This design comes from an exercise in tuning for small area and a short achievable clock period on the open sky130 flow, not from production work.
Function was checked by simulation only, so behaviour that the tests miss may differ from the original.
The clock port is modelled as an ideal driver; clocking choices that lean on that would not hold on a real chip.
Power figures rest on the tool's default switching activity, not on a simulated workload.

[design/flow/flow/run.sh]
#!/bin/bash
# Own flow: the standard synthesis, then the combinational cells are
# re-mapped by ABC (flip-flops kept as they are, same names and cells); the standard flow's
# standard layout with small port buffers. After clock tree synthesis the
# output registers' clock pins get a short buffer chain of their own, so they
# are clocked a little later than the input registers (skew that helps the
# register-to-register paths; it only lengthens the paths to the outputs).
set -euo pipefail
HERE=$(pwd)
R=$HERE/orfs/results/$FLOW_PLATFORM/SMC_top/base
LIB=$FLOW_HOME/platforms/sky130hd/lib/sky130_fd_sc_hd__tt_025C_1v80.lib
source $HERE/flow/params.sh
bash standard.sh synth > synth_std.log 2>&1
cp $R/1_2_yosys.v $HERE/synth_std.v
DU=$(grep -A40 "DONT_USE_CELLS +=" $FLOW_HOME/platforms/sky130hd/config.mk | grep -o "sky130_fd_sc_hd__[a-z0-9_]*" | sed 's/^/-dont_use /' | tr '\n' ' ')
cat > resynth.ys <<EOT
read_liberty -ignore_miss_func $LIB
blackbox sky130_fd_sc_hd__dfxtp_1
read_verilog $HERE/synth_std.v
hierarchy -top $FLOW_TOP
flatten
opt_clean
abc -script $HERE/flow/resynth.abc -liberty $LIB $DU -D $ABC_D
opt_clean -purge
hilomap -singleton -hicell sky130_fd_sc_hd__conb_1 HI -locell sky130_fd_sc_hd__conb_1 LO
stat -liberty $LIB
write_verilog -noattr -nohex -nodec $HERE/synth_re.v
EOT
yosys -s resynth.ys > resynth.log 2>&1
cp $HERE/synth_re.v $R/1_2_yosys.v
rm -f $R/1_synth.odb $R/1_synth.sdc
bash standard.sh "BUFFER_PORTS_ARGS=$PORT_BUF_ARGS" $EXTRA_MAKE cts > layout_cts.log 2>&1
if [[ -n "$SKEW_CELLS" ]]; then
  # SKEW_CELLS: candidate chains separated by ';'. Each is tried on the placed
  # design; the one that leaves the largest worst setup slack (with no hold
  # violation) is kept.
  cp $R/4_cts.odb $HERE/4_cts_noskew.odb
  best=""; best_ws=-1000; i=0
  IFS=';' read -ra CANDS <<< "$SKEW_CELLS"
  for chain in "${CANDS[@]}"; do
    i=$((i+1))
    cp $HERE/4_cts_noskew.odb $R/4_cts.odb
    R=$R LIB=$LIB SKEW_CELLS="$chain" HOLD_FIX="${HOLD_FIX:-}" RR_DERATE=${RR_DERATE:-0} ROOT_REGS="${ROOT_REGS:-}" SKEW_WRITE=0 openroad -no_init -exit $HERE/flow/skew.tcl > skew_try$i.log 2>&1 || true
    res=$(grep '^RESULT' skew_try$i.log | tail -1 || true)
    ws=$(echo "$res" | awk '{print $2}'); wh=$(echo "$res" | awk '{print $3}')
    echo "candidate $i {$chain}: $res" >> skew_choice.log
    if [[ -n "$ws" ]] && awk -v ws="$ws" -v wh="$wh" -v b="$best_ws" 'BEGIN { exit !(wh >= 0 && ws > b) }'; then
      best="$chain"; best_ws=$ws
    fi
  done
  echo "chosen {$best}" >> skew_choice.log
  cp $HERE/4_cts_noskew.odb $R/4_cts.odb
  if [[ -n "$best" ]]; then
    R=$R LIB=$LIB SKEW_CELLS="$best" HOLD_FIX="${HOLD_FIX:-}" RR_DERATE=${RR_DERATE:-0} ROOT_REGS="${ROOT_REGS:-}" SKEW_WRITE=1 openroad -no_init -exit $HERE/flow/skew.tcl > skew.log 2>&1
  fi
fi
bash standard.sh "BUFFER_PORTS_ARGS=$PORT_BUF_ARGS" $EXTRA_MAKE finish > layout.log 2>&1
[design/flow/flow/params.sh]
ABC_D=6000
PORT_BUF_ARGS="-buffer_cell sky130_fd_sc_hd__buf_1"
EXTRA_MAKE=""
SKEW_CELLS="sky130_fd_sc_hd__clkdlybuf4s50_1 sky130_fd_sc_hd__clkbuf_8;sky130_fd_sc_hd__clkdlybuf4s50_1 sky130_fd_sc_hd__clkdlybuf4s15_1 sky130_fd_sc_hd__clkbuf_8;sky130_fd_sc_hd__clkdlybuf4s50_1 sky130_fd_sc_hd__clkdlybuf4s25_1 sky130_fd_sc_hd__clkbuf_8;sky130_fd_sc_hd__clkdlybuf4s50_1 sky130_fd_sc_hd__clkdlybuf4s50_1 sky130_fd_sc_hd__clkbuf_8;sky130_fd_sc_hd__clkdlybuf4s50_1 sky130_fd_sc_hd__clkdlybuf4s50_1 sky130_fd_sc_hd__clkdlybuf4s25_1 sky130_fd_sc_hd__clkbuf_8"
HOLD_FIX="sky130_fd_sc_hd__dlygate4sd3_1 0.15 1.5"
RR_DERATE=0.4
[design/flow/flow/resynth.abc]
strash; dch; map -D 6000; topo; buffer -p; upsize -D 6000; dnsize -D 6000
[design/flow/flow/skew.tcl]
# Give the output registers (out[*]) a clock branch of their own: a chain of
# the cells in SKEW_CELLS (first nearest the clock tree), the last one driving
# all of their clock pins. Edits 4_cts.odb in place.
proc load {} {
  read_db $::env(R)/4_cts.odb
  read_liberty $::env(LIB)
  read_sdc $::env(R)/4_cts.sdc
  set_propagated_clock [all_clocks]
  source $::env(FLOW_HOME)/platforms/sky130hd/setRC.tcl
  estimate_parasitics -placement
}
proc apply_chain {chain} {
  # ROOT_REGS: registers whose clock pins move to the clock tree's root
  # buffer output (earlier clock than the tree's leaves).
  if {[info exists ::env(ROOT_REGS)] && $::env(ROOT_REGS) ne ""} {
    set cp [get_pins -of_objects [get_nets clk] -filter "direction == input"]
    set root [get_cells -of_objects $cp]
    set rnet [get_nets -of_objects [get_pins -of_objects $root -filter "direction == output"]]
    puts "root buffer [get_full_name $root] net [get_full_name $rnet]"
    foreach rn $::env(ROOT_REGS) {
      foreach c [get_cells $rn] {
        set it [[sta::sta_to_db_inst $c] findITerm CLK]
        $it disconnect
        $it connect [sta::sta_to_db_net $rnet]
        puts "moved [get_full_name $c] to the root clock net"
      }
    }
    estimate_parasitics -placement
  }
  set pins {}
  set xs 0; set ys 0
  foreach c [get_cells *] {
    if {[regexp {^out\[} [get_full_name $c]] && [string match "sky130_fd_sc_hd__dfxtp_*" [get_property $c ref_name]]} {
      lappend pins [get_pins -of_objects $c -filter "name == CLK"]
      set bb [[sta::sta_to_db_inst $c] getBBox]
      set xs [expr {$xs + [$bb xMin]}]; set ys [expr {$ys + [$bb yMin]}]
    }
  }
  set n [llength $pins]
  puts "output registers: $n"
  set loc [list [expr {$xs / $n / 1000.0}] [expr {$ys / $n / 1000.0}]]
  puts "before:"
  report_clock_skew
  set tip $pins
  set diff 1
  foreach cell [lreverse $chain] {
    if {$diff} {
      insert_buffer -buffer_cell $cell -load_pins $tip -load_pins_on_diff_nets -location $loc
    } else {
      insert_buffer -buffer_cell $cell -load_pins $tip -location $loc
    }
    set diff 0
    set drv [get_pins -of_objects [get_nets -of_objects [lindex $tip 0]] -filter "direction == output"]
    set buf [get_cells -of_objects $drv]
    puts "inserted [get_full_name $buf] ([get_property $buf ref_name])"
    set tip [list [get_pins -of_objects $buf -filter "direction == input"]]
  }
  detailed_placement
  estimate_parasitics -placement
  # Hold: the mode registers reach the outputs both through long paths and
  # through short ones. Delay only the short branches (loads whose paths have
  # setup slack to spare), so that the long paths keep the skew's gain.
  proc mode_loads {net} {
    set out {}
    foreach p [get_pins -of_objects $net -filter "direction == input"] {
      set c [get_cells -of_objects $p]
      if {[regexp {^sky130_fd_sc_hd__(buf|clkbuf|inv|clkinv)_} [get_property $c ref_name]]} {
        set o [get_pins -of_objects $c -filter "direction == output"]
        set out [concat $out [mode_loads [get_nets -of_objects $o]]]
      } else {
        lappend out $p
      }
    }
    return $out
  }
  if {[info exists ::env(HOLD_FIX)] && $::env(HOLD_FIX) ne ""} {
    lassign $::env(HOLD_FIX) hold_cell hold_target setup_guard
    set ws [worst_slack -max]; puts "worst setup slack $ws"
    foreach r [get_cells r_mode*] {
      set q [get_pins -of_objects $r -filter "direction == output"]
      set pick {}
      foreach p [mode_loads [get_nets -of_objects $q]] {
        set smin [get_property $p slack_min]
        set smax [get_property $p slack_max]
        if {$smin < $hold_target && $smax > $ws + $setup_guard} { lappend pick $p; puts "  pick [get_full_name $p] min $smin max $smax" }
      }
      puts "[get_full_name $r]: [llength $pick] short-path loads delayed"
      # one delay cell per net, so that every load keeps the signal (and the
      # polarity) it had
      set bynet [dict create]
      foreach p $pick { dict lappend bynet [get_full_name [get_nets -of_objects $p]] $p }
      dict for {nn ps} $bynet {
        insert_buffer -buffer_cell $hold_cell -load_pins $ps
      }
    }
    detailed_placement
    estimate_parasitics -placement
  }
}
load
apply_chain $::env(SKEW_CELLS)
set rr [get_property [lindex [find_timing_paths -to [all_registers -data_pins] -path_delay max] 0] slack]
set ou [get_property [lindex [find_timing_paths -to [all_outputs] -path_delay max] 0] slack]
puts "RESULT [expr {min($rr - $::env(RR_DERATE), $ou)}] [worst_slack -min] $rr $ou"
if {$::env(SKEW_WRITE) eq "0"} { exit 0 }
check_placement -verbose
puts "after:"
report_clock_skew
report_checks -path_delay max -digits 3
puts "reg2reg:"
report_checks -path_delay max -to [all_registers -data_pins] -digits 3 -format end
report_checks -path_delay min -digits 3
report_checks -to [all_outputs] -path_delay max -digits 3
write_db $::env(R)/4_cts.odb
[design/flow/standard.sh]
#!/bin/bash
# synth_recipe.tcl (not shown) runs the flow's synth.tcl, then flattens the netlist and writes it again
# the make line also repeats each setting of config.mk as NAME=value (left out here)
make -C /OpenROAD-flow-scripts/flow DESIGN_CONFIG=/design/flow/config.mk WORK_HOME=/design/flow/orfs CLKGATE_MAP_FILE= SYNTH_SCRIPT=/design/flow/synth_recipe.tcl "${@:-finish}"
[design/flow/config.mk]
export PLATFORM = sky130hd
export DESIGN_NAME = SMC_top
export DESIGN_NICKNAME = SMC_top
export VERILOG_FILES = /design/flow/design.v
export SDC_FILE = /design/flow/constraint.sdc
export NUM_CORES = 4
export LEC_CHECK = 0
export ABC_AREA = 1
export CAP_MARGIN = 20
export CORE_MARGIN = 2
export CORE_UTILIZATION = 40
export CTS_BUF_LIST = sky130_fd_sc_hd__clkbuf_8
export SLEW_MARGIN = 20
[design/flow/constraint.sdc]
create_clock -name core_clock -period 30.0 [get_ports {clk}]
set_input_delay 6.0000 -clock core_clock [delete_from_list [all_inputs] [get_ports {clk}]]
set_output_delay 6.0000 -clock core_clock [all_outputs]
set_load 0.01 [all_outputs]
[design/flow/design.v]
module SMC_top (
    input            clk,
    input      [1:0] mode,
    input      [2:0] Vgs0, Vgs1, Vgs2, Vgs3, Vgs4, Vgs5,
    input      [2:0] Vds0, Vds1, Vds2, Vds3, Vds4, Vds5,
    input      [2:0] W0, W1, W2, W3, W4, W5,
    output reg [9:0] out
);
    reg [1:0] r_mode;
    reg [2:0] r_Vgs0, r_Vgs1, r_Vgs2, r_Vgs3, r_Vgs4, r_Vgs5;
    reg [2:0] r_Vds0, r_Vds1, r_Vds2, r_Vds3, r_Vds4, r_Vds5;
    reg [2:0] r_W0, r_W1, r_W2, r_W3, r_W4, r_W5;
    wire [9:0] core_out;
    always @(posedge clk) begin
        r_mode <= mode;
        r_Vgs0 <= Vgs0; r_Vgs1 <= Vgs1; r_Vgs2 <= Vgs2;
        r_Vgs3 <= Vgs3; r_Vgs4 <= Vgs4; r_Vgs5 <= Vgs5;
        r_Vds0 <= Vds0; r_Vds1 <= Vds1; r_Vds2 <= Vds2;
        r_Vds3 <= Vds3; r_Vds4 <= Vds4; r_Vds5 <= Vds5;
        r_W0 <= W0; r_W1 <= W1; r_W2 <= W2;
        r_W3 <= W3; r_W4 <= W4; r_W5 <= W5;
        out <= core_out;
    end
    SMC core (
        .out(core_out), .mode(r_mode),
        .Vgs0(r_Vgs0), .Vgs1(r_Vgs1), .Vgs2(r_Vgs2), .Vgs3(r_Vgs3), .Vgs4(r_Vgs4), .Vgs5(r_Vgs5),
        .Vds0(r_Vds0), .Vds1(r_Vds1), .Vds2(r_Vds2), .Vds3(r_Vds3), .Vds4(r_Vds4), .Vds5(r_Vds5),
        .W0(r_W0), .W1(r_W1), .W2(r_W2), .W3(r_W3), .W4(r_W4), .W5(r_W5)
    );
endmodule

module Calc(val, m, Vgs, Vds, W);
  output [6:0] val;
  wire [6:0] val;
  input m;
  wire m;
  input [2:0] Vgs;
  wire [2:0] Vgs;
  input [2:0] Vds;
  wire [2:0] Vds;
  input [2:0] W;
  wire [2:0] W;
  wire _0_;
  wire _100_;
  wire _101_;
  wire _102_;
  wire _103_;
  wire _104_;
  wire _105_;
  wire _106_;
  wire _107_;
  wire _108_;
  wire _109_;
  wire _10_;
  wire _110_;
  wire _111_;
  wire _112_;
  wire _113_;
  wire _114_;
  wire _115_;
  wire _116_;
  wire _117_;
  wire _118_;
  wire _119_;
  wire _11_;
  wire _120_;
  wire _121_;
  wire _122_;
  wire _123_;
  wire _124_;
  wire _125_;
  wire _126_;
  wire _127_;
  wire _128_;
  wire _129_;
  wire _12_;
  wire _130_;
  wire _131_;
  wire _132_;
  wire _133_;
  wire _134_;
  wire _135_;
  wire _136_;
  wire _137_;
  wire _138_;
  wire _139_;
  wire _13_;
  wire _140_;
  wire _141_;
  wire _142_;
  wire _143_;
  wire _144_;
  wire _145_;
  wire _146_;
  wire _147_;
  wire _14_;
  wire _15_;
  wire _16_;
  wire _17_;
  wire _18_;
  wire _19_;
  wire _1_;
  wire _20_;
  wire _21_;
  wire _22_;
  wire _23_;
  wire _24_;
  wire _25_;
  wire _26_;
  wire _27_;
  wire _28_;
  wire _29_;
  wire _2_;
  wire _30_;
  wire _31_;
  wire _32_;
  wire _33_;
  wire _34_;
  wire _35_;
  wire _36_;
  wire _37_;
  wire _38_;
  wire _39_;
  wire _3_;
  wire _40_;
  wire _41_;
  wire _42_;
  wire _43_;
  wire _44_;
  wire _45_;
  wire _46_;
  wire _47_;
  wire _48_;
  wire _49_;
  wire _4_;
  wire _50_;
  wire _51_;
  wire _52_;
  wire _53_;
  wire _54_;
  wire _55_;
  wire _56_;
  wire _57_;
  wire _58_;
  wire _59_;
  wire _5_;
  wire _60_;
  wire _61_;
  wire _62_;
  wire _63_;
  wire _64_;
  wire _65_;
  wire _66_;
  wire _67_;
  wire _68_;
  wire _69_;
  wire _6_;
  wire _70_;
  wire _71_;
  wire _72_;
  wire _73_;
  wire _74_;
  wire _75_;
  wire _76_;
  wire _77_;
  wire _78_;
  wire _79_;
  wire _7_;
  wire _80_;
  wire _81_;
  wire _82_;
  wire _83_;
  wire _84_;
  wire _85_;
  wire _86_;
  wire _87_;
  wire _88_;
  wire _89_;
  wire _8_;
  wire _90_;
  wire _91_;
  wire _92_;
  wire _93_;
  wire _94_;
  wire _95_;
  wire _96_;
  wire _97_;
  wire _98_;
  wire _99_;
  wire _9_;
  assign _130_ = Vgs[1] & ~(Vds[1]);
  assign _129_ = Vds[2] & ~(_130_);
  assign _128_ = Vgs[2] & ~(_129_);
  assign _127_ = _128_ & ~(Vds[0]);
  assign _126_ = Vgs[0] & ~(_128_);
  assign _125_ = _126_ | _127_;
  assign _124_ = ~Vgs[1];
  assign _123_ = ~(Vds[1] | Vds[2]);
  assign _122_ = _123_ & ~(_124_);
  assign _121_ = _125_ & ~(_122_);
  assign _120_ = m & ~(_121_);
  assign _119_ = W[2] & ~(W[1]);
  assign _118_ = W[2] | ~(W[1]);
  assign _117_ = _118_ & ~(_119_);
  assign _116_ = W[0] & ~(_117_);
  assign _115_ = _116_ | _119_;
  assign _114_ = ~(_115_ & _120_);
  assign _113_ = ~W[0];
  assign _112_ = _113_ & ~(_119_);
  assign _111_ = ~(_112_ | _116_);
  assign _110_ = ~(Vds[0] | Vds[2]);
  assign _109_ = _110_ | _123_;
  assign _108_ = _109_ | ~(Vgs[2]);
  assign _107_ = Vgs[1] | m;
  assign _106_ = ~(_107_ & Vds[2]);
  assign _105_ = Vds[1] | Vgs[1];
  assign _104_ = ~(Vds[1] & Vgs[1]);
  assign _103_ = _104_ & _105_;
  assign _102_ = m & ~(_103_);
  assign _101_ = Vgs[2] & ~(_102_);
  assign _100_ = Vds[2] | ~(Vgs[1]);
  assign _99_ = _124_ & ~(_123_);
  assign _98_ = _100_ & ~(_99_);
  assign _97_ = m & ~(_98_);
  assign _96_ = ~(_97_ | _110_);
  assign _95_ = ~m;
  assign _94_ = _110_ & ~(_95_);
  assign _93_ = _94_ | _96_;
  assign _92_ = Vgs[2] & ~(_93_);
  assign _91_ = ~(Vgs[0] & Vds[2]);
  assign _90_ = _91_ | _104_;
  assign _89_ = Vgs[0] | ~(m);
  assign _88_ = ~_89_;
  assign _87_ = _88_ & ~(_99_);
  assign _86_ = _90_ & ~(_87_);
  assign _85_ = _86_ | _92_;
  assign _84_ = _108_ | ~(_93_);
  assign _83_ = _123_ | ~(Vds[0]);
  assign _82_ = ~(Vgs[2] & m);
  assign _81_ = _82_ | _99_;
  assign _80_ = _83_ & ~(_81_);
  assign _79_ = _80_ | _88_;
  assign _78_ = _84_ & ~(_79_);
  assign _77_ = _85_ & ~(_78_);
  assign _76_ = _121_ | m;
  assign _75_ = ~(Vgs[0] | Vgs[2]);
  assign _74_ = Vgs[2] & ~(Vds[1]);
  assign _73_ = _74_ | _75_;
  assign _72_ = _76_ & ~(_73_);
  assign _71_ = _72_ | _77_;
  assign _70_ = _78_ | ~(_85_);
  assign _69_ = _76_ & ~(_70_);
  assign _68_ = _71_ & ~(_69_);
  assign _67_ = _68_ ^ _101_;
  assign _66_ = _106_ & ~(_67_);
  assign _65_ = _66_ | _108_;
  assign _64_ = _88_ | _121_;
  assign _63_ = _64_ | _65_;
  assign _62_ = Vgs[2] & ~(_100_);
  assign _61_ = _105_ & ~(_62_);
  assign _60_ = _61_ | Vgs[0];
  assign _59_ = Vgs[1] & Vgs[0];
  assign _58_ = _59_ & ~(Vgs[2]);
  assign _57_ = _60_ & ~(_58_);
  assign _56_ = _76_ & ~(_57_);
  assign _55_ = _56_ | _92_;
  assign _54_ = _63_ & ~(_55_);
  assign _53_ = _54_ | ~(_111_);
  assign _52_ = ~(_119_ & W[0]);
  assign _51_ = _113_ & ~(_118_);
  assign _50_ = _52_ & ~(_51_);
  assign _49_ = Vgs[1] | Vgs[0];
  assign _48_ = _49_ | ~(_109_);
  assign _47_ = _59_ | _95_;
  assign _46_ = _48_ & ~(_47_);
  assign _45_ = ~(_46_ | _50_);
  assign _44_ = _45_ & ~(_68_);
  assign _43_ = _53_ & ~(_44_);
  assign val[0] = _43_ ^ _114_;
  assign _42_ = W[2] & W[1];
  assign _41_ = ~_42_;
  assign _40_ = _103_ & ~(_82_);
  assign _39_ = _65_ & ~(_40_);
  assign _38_ = ~(_82_ | _91_);
  assign _37_ = _38_ | _39_;
  assign _36_ = ~(_37_ | _41_);
  assign _35_ = _38_ & ~(_124_);
  assign _34_ = _123_ | _124_;
  assign _33_ = _34_ & _91_;
  assign _32_ = _33_ | _82_;
  assign _31_ = _32_ | _35_;
  assign _30_ = _115_ & ~(_31_);
  assign _29_ = ~(_30_ | _36_);
  assign _28_ = _65_ | _81_;
  assign _27_ = _28_ | _50_;
  assign _26_ = ~(_28_ & _37_);
  assign _25_ = _31_ & ~(_26_);
  assign _24_ = _34_ | ~(_126_);
  assign _23_ = ~(Vgs[2] | Vds[2]);
  assign _22_ = _66_ & ~(_23_);
  assign _21_ = _24_ & ~(_22_);
  assign _20_ = _21_ & _26_;
  assign _19_ = _20_ | _25_;
  assign _18_ = _19_ | _50_;
  assign _17_ = _111_ & ~(_28_);
  assign _16_ = _18_ & ~(_17_);
  assign _15_ = ~(_21_ | _41_);
  assign _14_ = _115_ & ~(_37_);
  assign _13_ = ~(_14_ | _15_);
  assign _12_ = ~(_13_ & _16_);
  assign _11_ = _13_ ^ _16_;
  assign _10_ = ~(_41_ | _64_);
  assign _9_ = _115_ & ~(_21_);
  assign _8_ = _9_ | _10_;
  assign _7_ = ~(_50_ | _54_);
  assign _6_ = _111_ & ~(_70_);
  assign _5_ = _6_ | _7_;
  assign _4_ = _64_ | ~(_115_);
  assign _3_ = _120_ & ~(_41_);
  assign _2_ = _4_ & ~(_3_);
  assign _1_ = _5_ | ~(_2_);
  assign _0_ = _43_ | _114_;
  assign _147_ = _2_ ^ _5_;
  assign _146_ = _0_ & ~(_147_);
  assign _145_ = _1_ & ~(_146_);
  assign _144_ = _145_ | _8_;
  assign _143_ = _77_ & ~(_50_);
  assign _142_ = _111_ & ~(_19_);
  assign _141_ = ~(_142_ | _143_);
  assign _140_ = ~(_145_ ^ _8_);
  assign _139_ = _141_ & ~(_140_);
  assign _138_ = _144_ & ~(_139_);
  assign _137_ = _11_ & ~(_138_);
  assign _136_ = _12_ & ~(_137_);
  assign _135_ = _27_ & ~(_136_);
  assign val[4] = _135_ ^ _29_;
  assign val[2] = _140_ ^ _141_;
  assign val[6] = _35_ & ~(_41_);
  assign val[1] = _147_ ^ _0_;
  assign _134_ = ~(_135_ | _29_);
  assign _133_ = _42_ & ~(_31_);
  assign _132_ = _35_ & _115_;
  assign _131_ = _132_ | _133_;
  assign val[5] = _131_ | _134_;
  assign val[3] = _138_ ^ _11_;
endmodule
module Cmp7(a, b, ge);
  input [6:0] a;
  wire [6:0] a;
  input [6:0] b;
  wire [6:0] b;
  output ge;
  wire ge;
  wire _0_;
  wire _10_;
  wire _11_;
  wire _12_;
  wire _13_;
  wire _14_;
  wire _15_;
  wire _16_;
  wire _17_;
  wire _18_;
  wire _19_;
  wire _1_;
  wire _20_;
  wire _21_;
  wire _22_;
  wire _23_;
  wire _2_;
  wire _3_;
  wire _4_;
  wire _5_;
  wire _6_;
  wire _7_;
  wire _8_;
  wire _9_;
  assign _8_ = a[6] | ~(b[6]);
  assign _7_ = b[6] | ~(a[6]);
  assign _6_ = a[5] | ~(b[5]);
  assign _5_ = b[5] | ~(a[5]);
  assign _4_ = a[4] | ~(b[4]);
  assign _3_ = b[4] | ~(a[4]);
  assign _2_ = a[3] | ~(b[3]);
  assign _1_ = b[1] | ~(a[1]);
  assign _0_ = a[0] | ~(b[0]);
  assign _23_ = _1_ & ~(_0_);
  assign _22_ = b[2] & ~(a[2]);
  assign _21_ = b[1] & ~(a[1]);
  assign _20_ = _21_ | _22_;
  assign _19_ = _20_ | _23_;
  assign _18_ = a[3] & ~(b[3]);
  assign _17_ = a[2] & ~(b[2]);
  assign _16_ = _17_ | _18_;
  assign _15_ = _19_ & ~(_16_);
  assign _9_ = _2_ & ~(_15_);
  assign _10_ = _3_ & ~(_9_);
  assign _11_ = _4_ & ~(_10_);
  assign _12_ = _5_ & ~(_11_);
  assign _13_ = _6_ & ~(_12_);
  assign _14_ = _7_ & ~(_13_);
  assign ge = _8_ & ~(_14_);
endmodule
module Dec5(b, top, sp, sq, sr);
  input [4:0] b;
  wire [4:0] b;
  input top;
  wire top;
  output sp;
  wire sp;
  output sq;
  wire sq;
  output sr;
  wire sr;
  wire _0_;
  wire _10_;
  wire _11_;
  wire _12_;
  wire _13_;
  wire _14_;
  wire _15_;
  wire _16_;
  wire _17_;
  wire _18_;
  wire _19_;
  wire _1_;
  wire _20_;
  wire _2_;
  wire _3_;
  wire _4_;
  wire _5_;
  wire _6_;
  wire _7_;
  wire _8_;
  wire _9_;
  assign _11_ = b[2] & b[4];
  assign _10_ = b[0] ^ b[1];
  assign _9_ = ~(_10_ ^ b[3]);
  assign _8_ = b[2] ^ b[4];
  assign _7_ = _8_ & ~(_9_);
  assign _6_ = _7_ | _11_;
  assign _5_ = b[0] | b[1];
  assign _4_ = _10_ & ~(b[3]);
  assign _3_ = _5_ & ~(_4_);
  assign _2_ = _3_ & _6_;
  assign _1_ = _2_ ^ top;
  assign _0_ = ~(_8_ ^ _9_);
  assign _20_ = ~(_0_ ^ top);
  assign _19_ = ~(_3_ ^ _6_);
  assign _12_ = ~(_19_ & _20_);
  assign sq = _1_ & ~(_12_);
  assign _13_ = ~(_0_ & top);
  assign _14_ = _19_ | ~(_0_);
  assign _15_ = _3_ | _6_;
  assign _16_ = top & ~(_15_);
  assign _17_ = _14_ & ~(_16_);
  assign sp = _13_ & ~(_17_);
  assign _18_ = _16_ | _20_;
  assign sr = _1_ & ~(_18_);
endmodule
module Sort(
    output [5:0] sp, sq, sr,
    input top,
    input [6:0] n0, n1, n2, n3, n4, n5);
    wire g01;   
    Cmp7 k01(.a(n0), .b(n1), .ge(g01));
    wire g02;   
    Cmp7 k02(.a(n0), .b(n2), .ge(g02));
    wire g03;   
    Cmp7 k03(.a(n0), .b(n3), .ge(g03));
    wire g04;   
    Cmp7 k04(.a(n0), .b(n4), .ge(g04));
    wire g05;   
    Cmp7 k05(.a(n0), .b(n5), .ge(g05));
    wire g12;   
    Cmp7 k12(.a(n1), .b(n2), .ge(g12));
    wire g13;   
    Cmp7 k13(.a(n1), .b(n3), .ge(g13));
    wire g14;   
    Cmp7 k14(.a(n1), .b(n4), .ge(g14));
    wire g15;   
    Cmp7 k15(.a(n1), .b(n5), .ge(g15));
    wire g23;   
    Cmp7 k23(.a(n2), .b(n3), .ge(g23));
    wire g24;   
    Cmp7 k24(.a(n2), .b(n4), .ge(g24));
    wire g25;   
    Cmp7 k25(.a(n2), .b(n5), .ge(g25));
    wire g34;   
    Cmp7 k34(.a(n3), .b(n4), .ge(g34));
    wire g35;   
    Cmp7 k35(.a(n3), .b(n5), .ge(g35));
    wire g45;   
    Cmp7 k45(.a(n4), .b(n5), .ge(g45));
    Dec5 d0(.b({~g05, ~g04, ~g03, ~g02, ~g01}), .top(top), .sp(sp[0]), .sq(sq[0]), .sr(sr[0]));
    Dec5 d1(.b({~g15, ~g14, ~g13, ~g12, g01}), .top(top), .sp(sp[1]), .sq(sq[1]), .sr(sr[1]));
    Dec5 d2(.b({~g25, ~g24, ~g23, g12, g02}), .top(top), .sp(sp[2]), .sq(sq[2]), .sr(sr[2]));
    Dec5 d3(.b({~g35, ~g34, g23, g13, g03}), .top(top), .sp(sp[3]), .sq(sq[3]), .sr(sr[3]));
    Dec5 d4(.b({~g45, g34, g24, g14, g04}), .top(top), .sp(sp[4]), .sq(sq[4]), .sr(sr[4]));
    Dec5 d5(.b({g45, g35, g25, g15, g05}), .top(top), .sp(sp[5]), .sq(sq[5]), .sr(sr[5]));
endmodule
module Choose(out, w, sp, sq, sr, n0, n1, n2, n3, n4, n5);
  output [9:0] out;
  wire [9:0] out;
  input w;
  wire w;
  input [5:0] sp;
  wire [5:0] sp;
  input [5:0] sq;
  wire [5:0] sq;
  input [5:0] sr;
  wire [5:0] sr;
  input [6:0] n0;
  wire [6:0] n0;
  input [6:0] n1;
  wire [6:0] n1;
  input [6:0] n2;
  wire [6:0] n2;
  input [6:0] n3;
  wire [6:0] n3;
  input [6:0] n4;
  wire [6:0] n4;
  input [6:0] n5;
  wire [6:0] n5;
  wire _0_;
  wire _100_;
  wire _101_;
  wire _102_;
  wire _103_;
  wire _104_;
  wire _105_;
  wire _106_;
  wire _107_;
  wire _108_;
  wire _109_;
  wire _10_;
  wire _110_;
  wire _111_;
  wire _112_;
  wire _113_;
  wire _114_;
  wire _115_;
  wire _116_;
  wire _117_;
  wire _118_;
  wire _119_;
  wire _11_;
  wire _120_;
  wire _121_;
  wire _122_;
  wire _123_;
  wire _124_;
  wire _125_;
  wire _126_;
  wire _127_;
  wire _128_;
  wire _129_;
  wire _12_;
  wire _130_;
  wire _131_;
  wire _132_;
  wire _133_;
  wire _134_;
  wire _135_;
  wire _136_;
  wire _137_;
  wire _138_;
  wire _139_;
  wire _13_;
  wire _140_;
  wire _141_;
  wire _142_;
  wire _143_;
  wire _144_;
  wire _145_;
  wire _146_;
  wire _147_;
  wire _148_;
  wire _149_;
  wire _14_;
  wire _150_;
  wire _151_;
  wire _152_;
  wire _153_;
  wire _154_;
  wire _155_;
  wire _156_;
  wire _157_;
  wire _158_;
  wire _159_;
  wire _15_;
  wire _160_;
  wire _161_;
  wire _162_;
  wire _163_;
  wire _164_;
  wire _165_;
  wire _166_;
  wire _167_;
  wire _168_;
  wire _169_;
  wire _16_;
  wire _170_;
  wire _171_;
  wire _172_;
  wire _173_;
  wire _174_;
  wire _175_;
  wire _176_;
  wire _177_;
  wire _178_;
  wire _179_;
  wire _17_;
  wire _180_;
  wire _181_;
  wire _182_;
  wire _183_;
  wire _184_;
  wire _185_;
  wire _186_;
  wire _187_;
  wire _188_;
  wire _189_;
  wire _18_;
  wire _190_;
  wire _191_;
  wire _192_;
  wire _193_;
  wire _194_;
  wire _195_;
  wire _196_;
  wire _197_;
  wire _198_;
  wire _199_;
  wire _19_;
  wire _1_;
  wire _200_;
  wire _201_;
  wire _202_;
  wire _203_;
  wire _204_;
  wire _205_;
  wire _206_;
  wire _207_;
  wire _208_;
  wire _209_;
  wire _20_;
  wire _210_;
  wire _211_;
  wire _212_;
  wire _213_;
  wire _214_;
  wire _215_;
  wire _216_;
  wire _217_;
  wire _218_;
  wire _219_;
  wire _21_;
  wire _220_;
  wire _221_;
  wire _222_;
  wire _223_;
  wire _224_;
  wire _225_;
  wire _226_;
  wire _227_;
  wire _228_;
  wire _229_;
  wire _22_;
  wire _230_;
  wire _231_;
  wire _232_;
  wire _233_;
  wire _234_;
  wire _235_;
  wire _236_;
  wire _237_;
  wire _238_;
  wire _239_;
  wire _23_;
  wire _240_;
  wire _241_;
  wire _242_;
  wire _243_;
  wire _244_;
  wire _245_;
  wire _246_;
  wire _247_;
  wire _248_;
  wire _249_;
  wire _24_;
  wire _250_;
  wire _251_;
  wire _252_;
  wire _253_;
  wire _254_;
  wire _255_;
  wire _256_;
  wire _257_;
  wire _258_;
  wire _259_;
  wire _25_;
  wire _260_;
  wire _261_;
  wire _262_;
  wire _263_;
  wire _264_;
  wire _265_;
  wire _266_;
  wire _267_;
  wire _268_;
  wire _269_;
  wire _26_;
  wire _270_;
  wire _271_;
  wire _272_;
  wire _273_;
  wire _274_;
  wire _275_;
  wire _276_;
  wire _277_;
  wire _278_;
  wire _279_;
  wire _27_;
  wire _280_;
  wire _281_;
  wire _282_;
  wire _283_;
  wire _284_;
  wire _285_;
  wire _286_;
  wire _287_;
  wire _288_;
  wire _289_;
  wire _28_;
  wire _290_;
  wire _291_;
  wire _292_;
  wire _293_;
  wire _294_;
  wire _295_;
  wire _296_;
  wire _297_;
  wire _298_;
  wire _299_;
  wire _29_;
  wire _2_;
  wire _300_;
  wire _301_;
  wire _302_;
  wire _303_;
  wire _304_;
  wire _305_;
  wire _306_;
  wire _307_;
  wire _308_;
  wire _309_;
  wire _30_;
  wire _310_;
  wire _311_;
  wire _312_;
  wire _313_;
  wire _314_;
  wire _315_;
  wire _316_;
  wire _317_;
  wire _318_;
  wire _319_;
  wire _31_;
  wire _320_;
  wire _321_;
  wire _322_;
  wire _323_;
  wire _324_;
  wire _325_;
  wire _326_;
  wire _327_;
  wire _328_;
  wire _329_;
  wire _32_;
  wire _330_;
  wire _331_;
  wire _332_;
  wire _333_;
  wire _334_;
  wire _335_;
  wire _336_;
  wire _337_;
  wire _338_;
  wire _339_;
  wire _33_;
  wire _340_;
  wire _341_;
  wire _342_;
  wire _343_;
  wire _344_;
  wire _345_;
  wire _346_;
  wire _347_;
  wire _348_;
  wire _349_;
  wire _34_;
  wire _350_;
  wire _351_;
  wire _352_;
  wire _353_;
  wire _354_;
  wire _355_;
  wire _356_;
  wire _357_;
  wire _358_;
  wire _359_;
  wire _35_;
  wire _360_;
  wire _361_;
  wire _362_;
  wire _363_;
  wire _364_;
  wire _365_;
  wire _366_;
  wire _367_;
  wire _368_;
  wire _369_;
  wire _36_;
  wire _370_;
  wire _371_;
  wire _372_;
  wire _373_;
  wire _374_;
  wire _375_;
  wire _376_;
  wire _377_;
  wire _378_;
  wire _379_;
  wire _37_;
  wire _380_;
  wire _381_;
  wire _382_;
  wire _383_;
  wire _384_;
  wire _38_;
  wire _39_;
  wire _3_;
  wire _40_;
  wire _41_;
  wire _42_;
  wire _43_;
  wire _44_;
  wire _45_;
  wire _46_;
  wire _47_;
  wire _48_;
  wire _49_;
  wire _4_;
  wire _50_;
  wire _51_;
  wire _52_;
  wire _53_;
  wire _54_;
  wire _55_;
  wire _56_;
  wire _57_;
  wire _58_;
  wire _59_;
  wire _5_;
  wire _60_;
  wire _61_;
  wire _62_;
  wire _63_;
  wire _64_;
  wire _65_;
  wire _66_;
  wire _67_;
  wire _68_;
  wire _69_;
  wire _6_;
  wire _70_;
  wire _71_;
  wire _72_;
  wire _73_;
  wire _74_;
  wire _75_;
  wire _76_;
  wire _77_;
  wire _78_;
  wire _79_;
  wire _7_;
  wire _80_;
  wire _81_;
  wire _82_;
  wire _83_;
  wire _84_;
  wire _85_;
  wire _86_;
  wire _87_;
  wire _88_;
  wire _89_;
  wire _8_;
  wire _90_;
  wire _91_;
  wire _92_;
  wire _93_;
  wire _94_;
  wire _95_;
  wire _96_;
  wire _97_;
  wire _98_;
  wire _99_;
  wire _9_;
  wire _c115;
  wire _c116;
  wire _c117;
  wire _c118;
  wire _c119;
  wire _c120;
  wire _c121;
  wire _c122;
  wire _c22;
  wire _c61;
  assign _313_ = ~(n5[0] & sr[5]);
  assign _312_ = n0[0] & sr[0];
  assign _311_ = _313_ & ~(_312_);
  assign _310_ = n3[0] & sr[3];
  assign _309_ = n4[0] & sr[4];
  assign _308_ = _309_ | _310_;
  assign _307_ = n1[0] & sr[1];
  assign _306_ = n2[0] & sr[2];
  assign _305_ = _306_ | _307_;
  assign _304_ = _305_ | _308_;
  assign _303_ = _311_ & ~(_304_);
  assign _302_ = w & ~(_303_);
  assign _301_ = ~(n4[1] & sp[4]);
  assign _300_ = n0[1] & sp[0];
  assign _299_ = _301_ & ~(_300_);
  assign _298_ = n2[1] & sp[2];
  assign _297_ = n5[1] & sp[5];
  assign _296_ = _297_ | _298_;
  assign _295_ = n3[1] & sp[3];
  assign _294_ = n1[1] & sp[1];
  assign _293_ = _294_ | _295_;
  assign _292_ = _293_ | _296_;
  assign _291_ = _299_ & ~(_292_);
  assign _290_ = ~(sr[4] & n4[1]);
  assign _289_ = sr[0] & n0[1];
  assign _288_ = _290_ & ~(_289_);
  assign _287_ = sr[5] & n5[1];
  assign _286_ = sr[3] & n3[1];
  assign _285_ = _286_ | _287_;
  assign _284_ = sr[2] & n2[1];
  assign _283_ = sr[1] & n1[1];
  assign _282_ = _283_ | _284_;
  assign _281_ = _282_ | _285_;
  assign _280_ = _288_ & ~(_281_);
  assign _279_ = _280_ ^ _291_;
  assign _278_ = ~(sq[5] & n5[1]);
  assign _277_ = sq[1] & n1[1];
  assign _276_ = _278_ & ~(_277_);
  assign _275_ = sq[2] & n2[1];
  assign _274_ = sq[3] & n3[1];
  assign _273_ = _274_ | _275_;
  assign _272_ = sq[4] & n4[1];
  assign _271_ = sq[0] & n0[1];
  assign _270_ = _271_ | _272_;
  assign _269_ = _270_ | _273_;
  assign _268_ = _276_ & ~(_269_);
  assign _267_ = _268_ | w;
  assign _266_ = ~(n3[0] & sp[3]);
  assign _265_ = n0[0] & sp[0];
  assign _264_ = _266_ & ~(_265_);
  assign _263_ = n4[0] & sp[4];
  assign _262_ = n5[0] & sp[5];
  assign _261_ = _262_ | _263_;
  assign _260_ = n2[0] & sp[2];
  assign _259_ = n1[0] & sp[1];
  assign _258_ = _259_ | _260_;
  assign _257_ = _258_ | _261_;
  assign _256_ = _264_ & ~(_257_);
  assign _255_ = w & ~(_256_);
  assign _254_ = _267_ & ~(_255_);
  assign _253_ = _254_ ^ _279_;
  assign _252_ = _256_ | _303_;
  assign _251_ = ~w;
  assign _250_ = ~(n4[0] & sq[4]);
  assign _249_ = n2[0] & sq[2];
  assign _248_ = _250_ & ~(_249_);
  assign _247_ = n3[0] & sq[3];
  assign _246_ = n5[0] & sq[5];
  assign _245_ = _246_ | _247_;
  assign _244_ = n1[0] & sq[1];
  assign _243_ = n0[0] & sq[0];
  assign _242_ = _243_ | _244_;
  assign _241_ = _242_ | _245_;
  assign _240_ = _248_ & ~(_241_);
  assign _239_ = _251_ & ~(_240_);
  assign _238_ = ~(_256_ ^ _303_);
  assign _237_ = _239_ & ~(_238_);
  assign _236_ = _252_ & ~(_237_);
  assign _235_ = _236_ | _253_;
  assign _234_ = ~(n2[2] & sp[2]);
  assign _233_ = n1[2] & sp[1];
  assign _232_ = _234_ & ~(_233_);
  assign _231_ = n5[2] & sp[5];
  assign _230_ = n4[2] & sp[4];
  assign _229_ = _230_ | _231_;
  assign _228_ = n0[2] & sp[0];
  assign _227_ = n3[2] & sp[3];
  assign _226_ = _227_ | _228_;
  assign _225_ = _226_ | _229_;
  assign _224_ = _232_ & ~(_225_);
  assign _223_ = ~(n2[2] & sr[2]);
  assign _222_ = n1[2] & sr[1];
  assign _221_ = _223_ & ~(_222_);
  assign _220_ = n5[2] & sr[5];
  assign _219_ = n3[2] & sr[3];
  assign _218_ = _219_ | _220_;
  assign _217_ = n0[2] & sr[0];
  assign _216_ = n4[2] & sr[4];
  assign _215_ = _216_ | _217_;
  assign _214_ = _215_ | _218_;
  assign _213_ = _221_ & ~(_214_);
  assign _212_ = _213_ ^ _224_;
  assign _211_ = ~(n5[2] & sq[5]);
  assign _210_ = n0[2] & sq[0];
  assign _209_ = _211_ & ~(_210_);
  assign _208_ = n3[2] & sq[3];
  assign _207_ = n4[2] & sq[4];
  assign _206_ = _207_ | _208_;
  assign _205_ = n2[2] & sq[2];
  assign _204_ = n1[2] & sq[1];
  assign _203_ = _204_ | _205_;
  assign _202_ = _203_ | _206_;
  assign _201_ = _209_ & ~(_202_);
  assign _200_ = _201_ | w;
  assign _199_ = w & ~(_291_);
  assign _198_ = _200_ & ~(_199_);
  assign _197_ = _198_ ^ _212_;
  assign _196_ = w & ~(_240_);
  assign _195_ = _280_ | _291_;
  assign _194_ = _279_ & ~(_254_);
  assign _193_ = _195_ & ~(_194_);
  assign _192_ = ~(_193_ ^ _196_);
  assign _191_ = _192_ ^ _197_;
  assign _190_ = ~(_191_ ^ _235_);
  assign _c115 = ~(_190_ ^ _302_);
  assign _189_ = w & ~(_280_);
  assign _188_ = _196_ | ~(_193_);
  assign _187_ = _192_ & _197_;
  assign _186_ = _188_ & ~(_187_);
  assign _185_ = _186_ ^ _189_;
  assign _184_ = ~(n3[3] & sr[3]);
  assign _183_ = n2[3] & sr[2];
  assign _182_ = _184_ & ~(_183_);
  assign _181_ = n5[3] & sr[5];
  assign _180_ = n4[3] & sr[4];
  assign _179_ = _180_ | _181_;
  assign _178_ = n0[3] & sr[0];
  assign _177_ = n1[3] & sr[1];
  assign _176_ = _177_ | _178_;
  assign _175_ = _176_ | _179_;
  assign _174_ = _182_ & ~(_175_);
  assign _173_ = ~(n4[3] & sp[4]);
  assign _172_ = n2[3] & sp[2];
  assign _171_ = _173_ & ~(_172_);
  assign _170_ = n5[3] & sp[5];
  assign _169_ = n3[3] & sp[3];
  assign _168_ = _169_ | _170_;
  assign _167_ = n0[3] & sp[0];
  assign _166_ = n1[3] & sp[1];
  assign _165_ = _166_ | _167_;
  assign _164_ = _165_ | _168_;
  assign _163_ = _171_ & ~(_164_);
  assign _162_ = _163_ ^ _174_;
  assign _161_ = ~(n1[3] & sq[1]);
  assign _160_ = n3[3] & sq[3];
  assign _159_ = _161_ & ~(_160_);
  assign _158_ = n5[3] & sq[5];
  assign _157_ = n4[3] & sq[4];
  assign _156_ = _157_ | _158_;
  assign _155_ = n0[3] & sq[0];
  assign _154_ = n2[3] & sq[2];
  assign _153_ = _154_ | _155_;
  assign _152_ = _153_ | _156_;
  assign _151_ = _159_ & ~(_152_);
  assign _150_ = _151_ | w;
  assign _149_ = w & ~(_224_);
  assign _148_ = _150_ & ~(_149_);
  assign _147_ = _148_ ^ _162_;
  assign _146_ = w & ~(_268_);
  assign _145_ = _213_ | _224_;
  assign _144_ = _212_ & ~(_198_);
  assign _143_ = _145_ & ~(_144_);
  assign _142_ = ~(_143_ ^ _146_);
  assign _141_ = _142_ ^ _147_;
  assign _140_ = _141_ ^ _185_;
  assign _139_ = _191_ | _235_;
  assign _138_ = _302_ & ~(_190_);
  assign _137_ = _139_ & ~(_138_);
  assign _c116 = _137_ ^ _140_;
  assign _136_ = _137_ | _140_;
  assign _135_ = _186_ | _189_;
  assign _134_ = _141_ & _185_;
  assign _133_ = _134_ | ~(_135_);
  assign _132_ = w & ~(_213_);
  assign _131_ = _146_ | ~(_143_);
  assign _130_ = _142_ & _147_;
  assign _129_ = _131_ & ~(_130_);
  assign _128_ = _129_ ^ _132_;
  assign _127_ = ~(n2[4] & sr[2]);
  assign _126_ = n3[4] & sr[3];
  assign _125_ = _127_ & ~(_126_);
  assign _124_ = n5[4] & sr[5];
  assign _123_ = n4[4] & sr[4];
  assign _122_ = _123_ | _124_;
  assign _121_ = n1[4] & sr[1];
  assign _120_ = n0[4] & sr[0];
  assign _119_ = _120_ | _121_;
  assign _118_ = _119_ | _122_;
  assign _117_ = _125_ & ~(_118_);
  assign _116_ = ~(n3[4] & sp[3]);
  assign _115_ = n2[4] & sp[2];
  assign _114_ = _116_ & ~(_115_);
  assign _113_ = n5[4] & sp[5];
  assign _112_ = n4[4] & sp[4];
  assign _111_ = _112_ | _113_;
  assign _110_ = n0[4] & sp[0];
  assign _109_ = n1[4] & sp[1];
  assign _108_ = _109_ | _110_;
  assign _107_ = _108_ | _111_;
  assign _106_ = _114_ & ~(_107_);
  assign _105_ = _106_ ^ _117_;
  assign _104_ = ~(n3[4] & sq[3]);
  assign _103_ = n2[4] & sq[2];
  assign _102_ = _104_ & ~(_103_);
  assign _101_ = n5[4] & sq[5];
  assign _100_ = n4[4] & sq[4];
  assign _99_ = _100_ | _101_;
  assign _98_ = n0[4] & sq[0];
  assign _97_ = n1[4] & sq[1];
  assign _96_ = _97_ | _98_;
  assign _95_ = _96_ | _99_;
  assign _94_ = _102_ & ~(_95_);
  assign _93_ = _94_ | w;
  assign _92_ = w & ~(_163_);
  assign _91_ = _93_ & ~(_92_);
  assign _90_ = _91_ ^ _105_;
  assign _89_ = w & ~(_201_);
  assign _88_ = _163_ | _174_;
  assign _87_ = _162_ & ~(_148_);
  assign _86_ = _88_ & ~(_87_);
  assign _85_ = ~(_86_ ^ _89_);
  assign _84_ = _85_ ^ _90_;
  assign _83_ = ~(_84_ ^ _128_);
  assign _82_ = _83_ ^ _133_;
  assign _c117 = _82_ ^ _136_;
  assign _81_ = ~(n1[5] & sr[1]);
  assign _80_ = n3[5] & sr[3];
  assign _79_ = _81_ & ~(_80_);
  assign _78_ = n4[5] & sr[4];
  assign _77_ = n5[5] & sr[5];
  assign _76_ = _77_ | _78_;
  assign _75_ = n0[5] & sr[0];
  assign _74_ = n2[5] & sr[2];
  assign _73_ = _74_ | _75_;
  assign _72_ = _73_ | _76_;
  assign _71_ = _79_ & ~(_72_);
  assign _70_ = ~(n1[5] & sp[1]);
  assign _69_ = n4[5] & sp[4];
  assign _68_ = _70_ & ~(_69_);
  assign _67_ = n3[5] & sp[3];
  assign _66_ = n5[5] & sp[5];
  assign _65_ = _66_ | _67_;
  assign _64_ = n0[5] & sp[0];
  assign _63_ = n2[5] & sp[2];
  assign _62_ = _63_ | _64_;
  assign _61_ = _62_ | _65_;
  assign _60_ = _68_ & ~(_61_);
  assign _59_ = _60_ ^ _71_;
  assign _58_ = ~(n1[5] & sq[1]);
  assign _57_ = n3[5] & sq[3];
  assign _56_ = _58_ & ~(_57_);
  assign _55_ = n4[5] & sq[4];
  assign _54_ = n5[5] & sq[5];
  assign _53_ = _54_ | _55_;
  assign _52_ = n0[5] & sq[0];
  assign _51_ = n2[5] & sq[2];
  assign _50_ = _51_ | _52_;
  assign _49_ = _50_ | _53_;
  assign _48_ = _56_ & ~(_49_);
  assign _47_ = _48_ | w;
  assign _46_ = w & ~(_106_);
  assign _45_ = _47_ & ~(_46_);
  assign _44_ = ~(_45_ ^ _59_);
  assign _43_ = w & ~(_151_);
  assign _42_ = _106_ | _117_;
  assign _41_ = _105_ & ~(_91_);
  assign _40_ = _42_ & ~(_41_);
  assign _39_ = ~(_40_ ^ _43_);
  assign _38_ = ~(_39_ ^ _44_);
  assign _37_ = w & ~(_174_);
  assign _36_ = _89_ | ~(_86_);
  assign _35_ = _85_ & _90_;
  assign _34_ = _36_ & ~(_35_);
  assign _33_ = _34_ ^ _37_;
  assign _32_ = ~(_33_ ^ _38_);
  assign _31_ = _129_ | _132_;
  assign _30_ = _84_ & _128_;
  assign _29_ = _31_ & ~(_30_);
  assign _28_ = _29_ ^ _32_;
  assign _27_ = _133_ & ~(_83_);
  assign _26_ = _136_ & ~(_82_);
  assign _25_ = _26_ | _27_;
  assign _c118 = ~(_25_ ^ _28_);
  assign _24_ = ~(n5[6] & sp[5]);
  assign _23_ = n2[6] & sp[2];
  assign _22_ = _24_ & ~(_23_);
  assign _21_ = n4[6] & sp[4];
  assign _20_ = n3[6] & sp[3];
  assign _19_ = _20_ | _21_;
  assign _18_ = n0[6] & sp[0];
  assign _17_ = n1[6] & sp[1];
  assign _16_ = _17_ | _18_;
  assign _15_ = _16_ | _19_;
  assign _14_ = _22_ & ~(_15_);
  assign _13_ = n1[6] & sr[1];
  assign _12_ = n3[6] & sr[3];
  assign _11_ = ~(_12_ | _13_);
  assign _10_ = n4[6] & sr[4];
  assign _9_ = n5[6] & sr[5];
  assign _8_ = _9_ | _10_;
  assign _7_ = n0[6] & sr[0];
  assign _6_ = n2[6] & sr[2];
  assign _5_ = _6_ | _7_;
  assign _4_ = _5_ | _8_;
  assign _3_ = _11_ & ~(_4_);
  assign _2_ = _3_ ^ _14_;
  assign _1_ = ~(n2[6] & sq[2]);
  assign _0_ = n3[6] & sq[3];
  assign _384_ = _1_ & ~(_0_);
  assign _383_ = n5[6] & sq[5];
  assign _382_ = n4[6] & sq[4];
  assign _381_ = _382_ | _383_;
  assign _380_ = n0[6] & sq[0];
  assign _379_ = n1[6] & sq[1];
  assign _378_ = _379_ | _380_;
  assign _377_ = _378_ | _381_;
  assign _376_ = _384_ & ~(_377_);
  assign _375_ = _376_ | w;
  assign _374_ = w & ~(_60_);
  assign _373_ = _375_ & ~(_374_);
  assign _372_ = ~(_373_ ^ _2_);
  assign _371_ = _94_ | _251_;
  assign _370_ = ~(_60_ & _71_);
  assign _369_ = _45_ & _59_;
  assign _368_ = _370_ & ~(_369_);
  assign _367_ = ~(_368_ ^ _371_);
  assign _366_ = ~(_367_ ^ _372_);
  assign _365_ = w & ~(_117_);
  assign _364_ = ~_365_;
  assign _363_ = _43_ & ~(_40_);
  assign _362_ = _39_ & _44_;
  assign _361_ = ~(_362_ | _363_);
  assign _360_ = _361_ ^ _364_;
  assign _359_ = _360_ ^ _366_;
  assign _358_ = _34_ | _37_;
  assign _357_ = _33_ & _38_;
  assign _356_ = _358_ & ~(_357_);
  assign _355_ = ~(_356_ ^ _359_);
  assign _354_ = ~(_29_ & _32_);
  assign _353_ = _28_ & ~(_25_);
  assign _352_ = _354_ & ~(_353_);
  assign _c119 = ~(_352_ ^ _355_);
  assign _351_ = _14_ ^ _48_;
  assign _350_ = _351_ ^ _71_;
  assign _349_ = w & ~(_350_);
  assign _348_ = _371_ | ~(_368_);
  assign _347_ = _367_ & _372_;
  assign _346_ = _348_ & ~(_347_);
  assign _345_ = ~(_346_ ^ _349_);
  assign _344_ = ~(_3_ & _14_);
  assign _343_ = _373_ & _2_;
  assign _342_ = _344_ & ~(_343_);
  assign _341_ = ~(_342_ ^ _345_);
  assign _314_ = ~(_361_ & _364_);
  assign _315_ = _360_ & _366_;
  assign _316_ = _314_ & ~(_315_);
  assign _317_ = ~(_316_ ^ _341_);
  assign _318_ = _359_ | ~(_356_);
  assign _319_ = _355_ & ~(_352_);
  assign _320_ = _318_ & ~(_319_);
  assign _c120 = ~(_320_ ^ _317_);
  assign _321_ = ~(_376_ ^ _3_);
  assign _322_ = ~(_14_ & _48_);
  assign _323_ = _351_ & _71_;
  assign _324_ = _322_ & ~(_323_);
  assign _325_ = _324_ ^ _321_;
  assign _326_ = w & ~(_325_);
  assign _327_ = _349_ & ~(_346_);
  assign _328_ = _342_ & _345_;
  assign _329_ = _328_ | _327_;
  assign _330_ = _341_ | ~(_316_);
  assign _331_ = _317_ & ~(_320_);
  assign _332_ = _330_ & ~(_331_);
  assign _333_ = ~(_332_ ^ _329_);
  assign _c121 = _333_ ^ _326_;
  assign _334_ = _329_ & ~(_332_);
  assign _335_ = _333_ & _326_;
  assign _336_ = _335_ | _334_;
  assign _337_ = _324_ | _321_;
  assign _338_ = _376_ & _3_;
  assign _339_ = _338_ | _251_;
  assign _340_ = _337_ & ~(_339_);
  assign _c122 = _340_ ^ _336_;
  assign _c61 = _236_ ^ _253_;
  assign _c22 = ~(_238_ ^ _239_);
  assign out = { _c122, _c121, _c120, _c119, _c118, _c117, _c116, _c115, _c61, _c22 };
endmodule
module SMC(output [9:0] out,
           input [1:0] mode,
           input [2:0] Vgs0, Vgs1, Vgs2, Vgs3, Vgs4, Vgs5,
           input [2:0] Vds0, Vds1, Vds2, Vds3, Vds4, Vds5,
           input [2:0] W0, W1, W2, W3, W4, W5
           );
    wire [6:0] n0, n1, n2, n3, n4, n5;
    Calc c0(.val(n0), .m(mode[0]), .Vgs(Vgs0), .Vds(Vds0), .W(W0));
    Calc c1(.val(n1), .m(mode[0]), .Vgs(Vgs1), .Vds(Vds1), .W(W1));
    Calc c2(.val(n2), .m(mode[0]), .Vgs(Vgs2), .Vds(Vds2), .W(W2));
    Calc c3(.val(n3), .m(mode[0]), .Vgs(Vgs3), .Vds(Vds3), .W(W3));
    Calc c4(.val(n4), .m(mode[0]), .Vgs(Vgs4), .Vds(Vds4), .W(W4));
    Calc c5(.val(n5), .m(mode[0]), .Vgs(Vgs5), .Vds(Vds5), .W(W5));
    wire [5:0] sp, sq, sr;
    Sort sort_val(.sp(sp), .sq(sq), .sr(sr), .top(mode[1]),
                  .n0(n0), .n1(n1), .n2(n2), .n3(n3), .n4(n4), .n5(n5));
    Choose choose_out(.out(out), .w(mode[0]), .sp(sp), .sq(sq), .sr(sr),
                      .n0(n0), .n1(n1), .n2(n2), .n3(n3), .n4(n4), .n5(n5));
endmodule
==> reports/qor.txt, run 1 <==
P_int: 0.5292 mW
Net Sw Frac: 58.31%
Largest register FFs: 10
CP arrival: 2.03 ns
Setup CP Type: flip-flop to primary output
Tcrit/Tclk final: 26.77%
status: timing/DRC/antenna clean
Reg with most FFs: out
initial antenna violation count: 0
Routed WL: 28300 µm
Max Freq: 0.1245 GHz
Final nets: 1650
CTS Buffer Depth: 2
worst path bufs/invs: 1
max cap viols: 0
I/O pin total: 67
Iteration-0 DRC Markers: 1043
# resized after CTS: 0
Period minus WS final: 8.030 ns
Core Util, Final: 44.27%
row count: 55
cell count after synthesis: 1517
pwr dens: 127.8 nW/µm²
Final setup viols: 0
slowest cell on the critical path: dfxtp_1
layout cells sized above 1: 11.20%
Critical Path Stages: 1
static leakage: 4.395 nW
CTS Hold Bufs: 0
CP required: 24.00 ns
die area: 23900 µm²
post-DR vias/cell: 5.654
Post-Syn Area per Cell: 5.981 µm²
final count of hold timing violations: 0
kind of cell adding the most delay to the critical path: flip-flops
drt wl/cell: 15.03 µm
register share of total power: 8.9%
Hold WS: 0.2349 ns
CTS clk-pin slew, worst paths: 0.08 ns
Worst setup SP type: flip-flop
worst vdd ir: 0.09671 mV
CTS tree: built
Post-Syn Nets: 1574
Post-DRT Antenna Nets: 0
Fillers: 2420
Slew Viols, Final: 0
Die Height: 154.6 µm
Ys Warns: 1
Worst Path Max Fanout: 1
Core ar.: 22430 µm²
Combinational Power Share: 83.2%
clock power share: 7.9%
hpwl dp: 22150 µm
first-pass GRT wire length: 47050 µm
switching power: 0.7401 mW
largest net degree at the start of global routing: 54
Final GP Congestion: 1.090
most frequent cells in the layout: 341 x nand2_1, 190 x nor2_1, 165 x inv_1
Area Overhead vs Synth: 9.461%
total gr overflow: 0
total number of vias: 10650
n_diodes: 0
GRT Overall Usage: 23.60%
Slew HR: 31.41%
setup repair after global routing missed its margin: false
H-Tree Depth: 3
Root Driver: clkbuf_8
Buffers on Ports: 66
clk latency of the worst-skew pair: 1.56 ns
Setup TNS: 0 ns
CP peak stage delay: 0.31 ns
initial cell density of the core: 40.44%
Pre-antenna DRT Iters: 6
worst slew pin tran: 1.025 ns
Post-Syn Area: 9072 µm²
CTS buffer count: 9
Final Skew: 1.193 ns
Die W: 154.6 µm
crit-path cells: buf_1
reg2reg path depth: 49
setup bufs post-CTS: 0
CTS Sinks: 66
vias in the first global route: 9760
Residual DRC: 0
Setup crit end kind: primary output
commonest non-fill, non-tap cell in the layout: nand2_1
Hold Crit Class: flip-flop to flip-flop
Hold Path Depth: 6
-- metrics by stage --
stage	cell area, µm²	total power [mW]	cells	setup slack (ns)
global placement	9652	1.146	1862	21.32
floorplan	9072	0.9439	1517	22.32
finish	9931	1.269	1883	21.97
detailed placement	9652	1.153	1862	21.32
global route	9931	1.409	1883	21.53
CTS	9877	1.249	1878	21.25
-- metal layers --
metal  part of all wire (%)  global-route usage, %  vias up
li1                       -                      -     5407
met1                     45                  31.48     4744
met2                     45                  39.43      434
met3                    7.1                  3.222       62
met4                    2.3                  7.584        0
met5                      0                      0        -
-- layout make-up --
type | count | area (µm²) | share of cell area [%]
Clock buffer | 13 | 171.4 | 1.726
Clock inverter | 6 | 87.58 | 0.8819
Timing Repair Buffer | 69 | 275.3 | 2.772
Inverter | 224 | 874.6 | 8.807
Multi-Input combinational cell | 1220 | 6843 | 68.91
Sequential cell | 66 | 1323 | 13.32
Tap cell | 285 | 356.6 | 3.591
-- power groups by stage --
stage          sequential (mW)  combinational (mW)  clock, mW
6_report                 0.113                1.06      0.100
5_1_grt                  0.114                1.19      0.106
4_1_cts                  0.113                1.04     0.0946
3_5_place_dp             0.115                1.04          0
3_3_place_gp             0.115                1.03          0
2_1_floorplan            0.117               0.826          0
-- worst paths after layout --
| path | to | slack, ns | from |
|---|---|---|---|
| max | out[8] | 21.97 | out[8] |
| min reg2reg | out[5] | 0.23 | r_mode[0] |
| min | out[5] | 0.23 | r_mode[0] |
| max reg2reg | out[9] | 22.35 | r_mode[0] |
==> inputs of run 2 (changes only) <==
==> design/flow/flow/params.sh (replaced) <==
ABC_D=6500
PORT_BUF_ARGS="-buffer_cell sky130_fd_sc_hd__buf_1"
EXTRA_MAKE=""
SKEW_CELLS="sky130_fd_sc_hd__clkdlybuf4s50_1 sky130_fd_sc_hd__clkbuf_8;sky130_fd_sc_hd__clkdlybuf4s50_1 sky130_fd_sc_hd__clkdlybuf4s15_1 sky130_fd_sc_hd__clkbuf_8;sky130_fd_sc_hd__clkdlybuf4s50_1 sky130_fd_sc_hd__clkdlybuf4s25_1 sky130_fd_sc_hd__clkbuf_8;sky130_fd_sc_hd__clkdlybuf4s50_1 sky130_fd_sc_hd__clkdlybuf4s50_1 sky130_fd_sc_hd__clkbuf_8;sky130_fd_sc_hd__clkdlybuf4s50_1 sky130_fd_sc_hd__clkdlybuf4s50_1 sky130_fd_sc_hd__clkdlybuf4s25_1 sky130_fd_sc_hd__clkbuf_8"
HOLD_FIX="sky130_fd_sc_hd__dlygate4sd3_1 0.15 1.5"
RR_DERATE=0.4
==> design/flow/flow/resynth.abc (replaced) <==
strash; dch; map -D 6500; topo; buffer -p; upsize -D 6500; dnsize -D 6500
==> run 2 against run 1 <==
Effect of this change: clock power shrank 15%; clock skew grew 0.21 ns; die area shrank 5.2%; still clean; power shrank 7.5%.
==> reports/qor.txt, run 2 <==
CTS Hold Bufs: 0 (unchanged)
launching point of the worst reg2reg path: r_mode[0] (unchanged)
Buffers on Ports: 66 (unchanged)
CP required: 24.00 ns (about the same)
Slew HR: 26.16% (was 31.41%)
crit-path cells: buf_1 (unchanged)
worst slew pin tran: 1.104 ns (was 1.025 ns)
kind of cell adding the most delay to the critical path: flip-flops (unchanged)
max cap viols: 0 (unchanged)
total gr overflow: 0 (unchanged)
Worst Path Max Fanout: 1 (unchanged)
largest net degree at the start of global routing: 51 (was 54)
CTS buffer count: 9 (unchanged)
worst setup path endpoint: out[9] (was out[8])
worst path bufs/invs: 1 (unchanged)
GRT Overall Usage: 23.43% (was 23.60%)
pwr dens: 124.6 nW/µm² (was 127.8 nW/µm²)
Residual DRC: 0 (unchanged)
Setup crit end kind: primary output (unchanged)
CTS clk-pin slew, worst paths: 0.08 ns (about the same)
CTS tree: built (unchanged)
CP peak stage delay: 0.32 ns (was 0.31 ns)
Final nets: 1622 (was 1650)
Setup TNS: 0 ns (unchanged)
Routed WL: 26610 µm (was 28300 µm)
initial cell density of the core: 40.87% (was 40.44%)
most frequent cells in the layout: 353 x nand2_1, 197 x nor2_1, 188 x inv_1 (was 341 x nand2_1, 190 x nor2_1, 165 x inv_1)
Area Overhead vs Synth: 9.744% (was 9.461%)
Tcrit/Tclk final: 27.48% (was 26.77%)
commonest non-fill, non-tap cell in the layout: nand2_1 (unchanged)
Pre-antenna DRT Iters: 6 (unchanged)
row count: 53 (was 55)
Post-Syn Nets: 1542 (was 1574)
static leakage: 4.313 nW (was 4.395 nW)
Die W: 150.6 µm (was 154.6 µm)
Core ar.: 21020 µm² (was 22430 µm²)
vias in the first global route: 9180 (was 9760)
drt wl/cell: 14.41 µm (was 15.03 µm)
Worst R2R End: out[9] (unchanged)
status: timing/DRC/antenna clean (unchanged)
Post-DRT Antenna Nets: 0 (unchanged)
layout cells sized above 1: 6.306% (was 11.20%)
CP arrival: 2.24 ns (was 2.03 ns)
# resized after CTS: 0 (unchanged)
clk latency of the worst-skew pair: 1.77 ns (was 1.56 ns)
flop2flop setup slack: 21.91 ns (was 22.35 ns)
first-pass GRT wire length: 43410 µm (was 47050 µm)
hpwl dp: 20800 µm (was 22150 µm)
crit path from: out[9] (was out[8])
slowest cell on the critical path: dfxtp_1 (unchanged)
Max Freq: 0.1213 GHz (was 0.1245 GHz)
setup bufs post-CTS: 0 (unchanged)
Ys Warns: 1 (unchanged)
initial antenna violation count: 1 (was 0)
Critical Path Stages: 1 (unchanged)
Die Height: 150.6 µm (was 154.6 µm)
post-DR vias/cell: 5.585 (was 5.654)
Hold Crit Class: flip-flop to flip-flop (unchanged)
DP Area: 9174 µm² (was 9652 µm²)
Reg with most FFs: out (unchanged)
Final Skew: 1.402 ns (was 1.193 ns)
setup repair after global routing missed its margin: false (unchanged)
die area: 22670 µm² (was 23900 µm²)
Final GP Congestion: 1.009 (was 1.090)
Post-Syn Area: 8591 µm² (was 9072 µm²)
Iteration-0 DRC Markers: 921 (was 1043)
Root Driver: clkbuf_8 (unchanged)
worst vdd ir: 0.1108 mV (was 0.09671 mV)
H-Tree Depth: 3 (unchanged)
Final setup viols: 0 (unchanged)
final count of hold timing violations: 0 (unchanged)
Slew Viols, Final: 0 (unchanged)
I/O pin total: 67 (unchanged)
Post-Syn Area per Cell: 5.785 µm² (was 5.981 µm²)
cell count after synthesis: 1485 (was 1517)
Finished Cell Area: 9428 µm² (was 9931 µm²)
Largest register FFs: 10 (unchanged)
reg2reg path depth: 48 (was 49)
CTS Sinks: 66 (unchanged)
Worst setup SP type: flip-flop (unchanged)
Period minus WS final: 8.244 ns (was 8.030 ns)
Setup CP Type: flip-flop to primary output (unchanged)
total number of vias: 10310 (was 10650)
CTS Buffer Depth: 2 (unchanged)
[run 2: cell type report]
| class | count | area [µm²] |
|---|---|---|
| diodes | 1 | 2.502 |
| repair buffers | 71 | 292.8 |
| clock inverters | 7 | 53.80 |
| clock buffers | 13 | 167.7 |
| fillers | 2263 | 11590 |
| multi-input cells | 1194 | 6420 |
| well taps | 275 | 344.1 |
| inverters | 219 | 824.5 |
| flip-flops and latches | 66 | 1323 |
[run 2: how the worst min path moves through the flow]
stage / from / to / slack, ns / cells past startpoint
global placement: r_mode[0] / out[9] / 0.98 / 4
floorplan: r_Vds1[2] / out[9] / 1.11 / 9
global route: r_W4[1] / out[9] / 0.14 / 9
detailed placement: r_mode[0] / out[9] / 0.98 / 4
finish: r_Vds1[2] / out[9] / 0.06 / 9
CTS: r_mode[0] / out[9] / 1.0 / 4
[run 2: power breakdown]
part | internal (mW) | switching (mW) | leakage (nW) | total (mW)
sequential | 0.108 | 0.00608 | 0.556 | 0.114
clock | 0.0398 | 0.0449 | 0.106 | 0.0847
combinational | 0.350 | 0.626 | 3.65 | 0.976
[run 2: per-stage QoR]
stage	setup slack (ns)	hold WS [ns]	utilization (%)	power (mW)	instances
5_1_grt	20.89	0.1410	44.84	1.314	1845
3_3_place_gp	20.79	0.9769	43.64	1.068	1822
6_report	21.76	0.05698	44.85	1.175	1846
3_5_place_dp	20.71	0.9802	43.64	1.074	1822
2_1_floorplan	21.95	1.114	-	0.8994	1485
4_1_cts	20.67	0.9979	44.49	1.157	1838
[run 2: worst min-delay path: stages (launching register included)]
cell and delay, ns:
dfxtp_1 0.35, nand2_1 0.13, nor2_1 0.07, inv_1 0.05, nor2_1 0.16, a22oi_1 0.30, nand3_1 0.12, nand3_1 0.11
a21oi_1 0.04, nor2_1 0.09
[run 2: per-layer routing]
layer / share of wire, % / up-vias / GRT usage, %
met1: 45 / 4590 / 30.52
met4: 2.5 / 0 / 7.877
met5: 0 / - / 0
met2: 45 / 390 / 38.89
met3: 7.3 / 70 / 4.273
li1: - / 5259 / -

-- what the ideal ports hide --
No port has a modelled driver above. Below, the same layouts with a new extraction and two added sets of constraints.
Step 1: set_driving_cell puts a clkbuf_16 on clk and a buf_2 on each other input, an assumption about the parent block.
Step 2, shift: input delay + t, output delay - t, t = (earliest + latest rising clock arrival at the registers) / 2. This alone moves slack from input paths to output paths.
Slacks: ideal / step 1 / step 2; pairs: ideal / step 1.
run	t, ns	slack for setup (ns)	latest minus earliest clock arrival (ns)	cell pins on the clock port's net
run 1	1.004	21.970 / 21.927 / 22.346	1.193 / 1.193	1
run 2	1.107	21.756 / 21.715 / 21.911	1.402 / 1.402	1
In run 1 and run 2 the clock reaches the registers at very different times; t lies between them, and the last value is a rough guide only.
